Background: an optimization exercise with open tools, aiming at small area. Do not read the settings as production practice.
Only simulation tests tie the RTL to the original design; equivalence was not proved.
Power and IR drop assume default switching activity.

==> flow/design.v <==
module FA (
  input a,
  input b,
  input ci,
  output s,
  output co
);
  assign s = a ^ b ^ ci;
  assign co = (a & b) | (a & ci) | (b & ci);
endmodule
module HA (
  input a,
  input b,
  output s,
  output co
);
  assign s = a ^ b;
  assign co = a & b;
endmodule
module firFilter(dataOut1,r_out,dataIn1,rIn1, clk, rst, enable);
input clk,rst,enable;
output [16-1:0]dataOut1;
output r_out;
input [16-1:0]dataIn1;
input rIn1;
localparam L = 9;
reg mR;                      
reg [2:0] n;                 
reg [15:0] x, a1, o;         
reg [15:2] a2;               
wire [1:0] a2l = {d[1] ^ d[0], d[0]};
reg [13:0] d;                
reg c2, c1, co;              
always @(posedge clk) begin
  if (rst) begin
    mR <= 1'b0;
    n  <= 3'd0;
  end else if (enable) begin
    mR <= rIn1;
    n  <= !mR ? 3'd0 : n[2] ? 3'd4 : n + 3'd1;
  end
end
wire [15:0] s3;              
wire [15:0] k3;              
wire [15:2] a2n;
wire [15:0] a2c;             
genvar i;
generate
  for (i = 2; i <= 14; i = i + 1) begin : csa
    FA u (.a(d[i-2]), .b(x[i-1]), .ci(x[i]), .s(s3[i]), .co(k3[i+1]));
  end
endgenerate
assign s3[15] = d[13] ^ x[14] ^ x[15];
assign a2c[1] = x[1] & x[0];
HA a2h2 (.a(s3[2]), .b(a2c[1]), .s(a2n[2]), .co(a2c[2]));
generate
  for (i = 3; i < L; i = i + 1) begin : a2lo
    FA u (.a(s3[i]), .b(k3[i]), .ci(a2c[i-1]), .s(a2n[i]), .co(a2c[i]));
  end
endgenerate
HA a2hL (.a(s3[L]), .b(k3[L]), .s(a2n[L]), .co(a2c[L]));
generate
  for (i = L + 1; i <= 14; i = i + 1) begin : a2hi
    FA u (.a(s3[i]), .b(k3[i]), .ci(a2c[i-1]), .s(a2n[i]), .co(a2c[i]));
  end
endgenerate
assign a2n[15] = s3[15] ^ k3[15] ^ a2c[14];
wire [15:0] a1n;
wire [15:0] a1c;
assign a1n[0] = a2l[0];
HA a1h1 (.a(a2l[1]), .b(x[0]), .s(a1n[1]), .co(a1c[1]));
generate
  for (i = 2; i < L; i = i + 1) begin : a1lo
    FA u (.a(a2[i]), .b(x[i-1]), .ci(a1c[i-1]), .s(a1n[i]), .co(a1c[i]));
  end
endgenerate
FA a1fL (.a(a2[L]), .b(x[L-1]), .ci(c2), .s(a1n[L]), .co(a1c[L]));
generate
  for (i = L + 1; i <= 14; i = i + 1) begin : a1hi
    FA u (.a(a2[i]), .b(x[i-1]), .ci(a1c[i-1]), .s(a1n[i]), .co(a1c[i]));
  end
endgenerate
assign a1n[15] = a2[15] ^ x[14] ^ a1c[14];
wire [15:0] on;
wire [15:0] oc;
HA oh0 (.a(a1[0]), .b(x[0]), .s(on[0]), .co(oc[0]));
generate
  for (i = 1; i < L; i = i + 1) begin : olo
    FA u (.a(a1[i]), .b(x[i]), .ci(oc[i-1]), .s(on[i]), .co(oc[i]));
  end
endgenerate
FA ofL (.a(a1[L]), .b(x[L]), .ci(c1), .s(on[L]), .co(oc[L]));
generate
  for (i = L + 1; i <= 14; i = i + 1) begin : ohi
    FA u (.a(a1[i]), .b(x[i]), .ci(oc[i-1]), .s(on[i]), .co(oc[i]));
  end
endgenerate
assign on[15] = a1[15] ^ x[15] ^ oc[14];
always @(posedge clk) begin
  if (enable) begin
    x  <= dataIn1;
    d  <= x[13:0];
    a2 <= a2n;
    c2 <= a2c[L-1];
    a1 <= a1n;
    c1 <= a1c[L-1];
    o  <= on;
    co <= oc[L-1];
  end
end
wire [15:0] inc;             
assign inc[L] = co;
generate
  for (i = L; i <= 14; i = i + 1) begin : oinc
    HA u (.a(o[i]), .b(inc[i]), .s(dataOut1[i]), .co(inc[i+1]));
  end
endgenerate
assign dataOut1[15] = o[15] ^ inc[15];
assign dataOut1[L-1:0] = o[L-1:0];
assign r_out = n[2];
endmodule
clock: 4.0 ns
lec_check: 0
cap_margin: 20
core_margin: 2
core_utilization: 40
slew_margin: 20
synth_hierarchical: 1
synth_minimum_keep_size: 0
standard.sh (not shown) runs the stock make flow with config.mk's settings and CLKGATE_MAP_FILE= SYNTH_SCRIPT=/design/flow/synth_recipe.tcl, a recipe that flattens the netlist after the stock synthesis.
==> flow/flow/run.sh <==
#!/bin/bash
# The standard layout, with two changes: the smallest buffer (buf_1) on
# every input and output port, and no dummy loads in the clock tree.
set -euo pipefail
export BUFFER_PORTS_ARGS="-buffer_cell sky130_fd_sc_hd__buf_1"
export CTS_ARGS="-sink_clustering_enable -repair_clock_nets -dont_use_dummy_load"
bash standard.sh finish > standard_finish.log 2>&1
Rerun with:
--- a/flow/design.v
+++ b/flow/design.v
@@ -20,18 +20,16 @@
 module firFilter(dataOut1,r_out,dataIn1,rIn1, clk, rst, enable);
 input clk,rst,enable;
 output [16-1:0]dataOut1;
 output r_out;
 input [16-1:0]dataIn1;
 input rIn1;
-localparam L = 9;
+localparam L = 8;
 reg mR;                      
 reg [2:0] n;                 
-reg [15:0] x, a1, o;         
-reg [15:2] a2;               
-wire [1:0] a2l = {d[1] ^ d[0], d[0]};
+reg [15:0] x, a2, a1, o;     
 reg [13:0] d;                
 reg c2, c1, co;              
 always @(posedge clk) begin
   if (rst) begin
     mR <= 1'b0;
     n  <= 3'd0;
@@ -39,22 +37,23 @@
     mR <= rIn1;
     n  <= !mR ? 3'd0 : n[2] ? 3'd4 : n + 3'd1;
   end
 end
 wire [15:0] s3;              
 wire [15:0] k3;              
-wire [15:2] a2n;
+wire [15:0] a2n;
 wire [15:0] a2c;             
 genvar i;
 generate
   for (i = 2; i <= 14; i = i + 1) begin : csa
     FA u (.a(d[i-2]), .b(x[i-1]), .ci(x[i]), .s(s3[i]), .co(k3[i+1]));
   end
 endgenerate
 assign s3[15] = d[13] ^ x[14] ^ x[15];
-assign a2c[1] = x[1] & x[0];
+assign a2n[0] = x[0];
+HA a2h1 (.a(x[1]), .b(x[0]), .s(a2n[1]), .co(a2c[1]));
 HA a2h2 (.a(s3[2]), .b(a2c[1]), .s(a2n[2]), .co(a2c[2]));
 generate
   for (i = 3; i < L; i = i + 1) begin : a2lo
     FA u (.a(s3[i]), .b(k3[i]), .ci(a2c[i-1]), .s(a2n[i]), .co(a2c[i]));
   end
 endgenerate
@@ -64,14 +63,14 @@
     FA u (.a(s3[i]), .b(k3[i]), .ci(a2c[i-1]), .s(a2n[i]), .co(a2c[i]));
   end
 endgenerate
 assign a2n[15] = s3[15] ^ k3[15] ^ a2c[14];
 wire [15:0] a1n;
 wire [15:0] a1c;
-assign a1n[0] = a2l[0];
-HA a1h1 (.a(a2l[1]), .b(x[0]), .s(a1n[1]), .co(a1c[1]));
+assign a1n[0] = a2[0];
+HA a1h1 (.a(a2[1]), .b(x[0]), .s(a1n[1]), .co(a1c[1]));
 generate
   for (i = 2; i < L; i = i + 1) begin : a1lo
     FA u (.a(a2[i]), .b(x[i-1]), .ci(a1c[i-1]), .s(a1n[i]), .co(a1c[i]));
   end
 endgenerate
 FA a1fL (.a(a2[L]), .b(x[L-1]), .ci(c2), .s(a1n[L]), .co(a1c[L]));
Effect:
- register-to-register slack stays flat
- synthesized area went up slightly
- utilization went up by 0.29 points
- final cell count climbs slightly
- power grows slightly

==> what the ideal ports hide <==
How much do the figures lean on ideal ports? The routed layouts below were timed once more, with nothing changed but the port constraints. Step 1 sets driving cells, clkbuf_16 on the clock port and buf_2 on the other inputs (assumed; they add their load-dependent delay and slew). Step 2 adds t to the input delays and takes it off the output delays; t is the mean of the earliest and latest rising clock arrival at the registers after step 1. Input paths then give back, and output paths get back, about the clock's delay inside the block. Slacks: no drivers / after step 1 / after step 2; pairs: no drivers / after step 1.
| run | t, ns | slack for setup (ns) | hold slack, ns |
|---|---|---|---|
| the first run | 0.359 | 0.119 / 0.119 / 0.119 | 0.479 / 0.479 / 0.479 |
| the second run | 0.365 | 0.127 / 0.127 / 0.127 | 0.488 / 0.488 / 0.488 |
After both steps setup and hold are still met in every run listed.
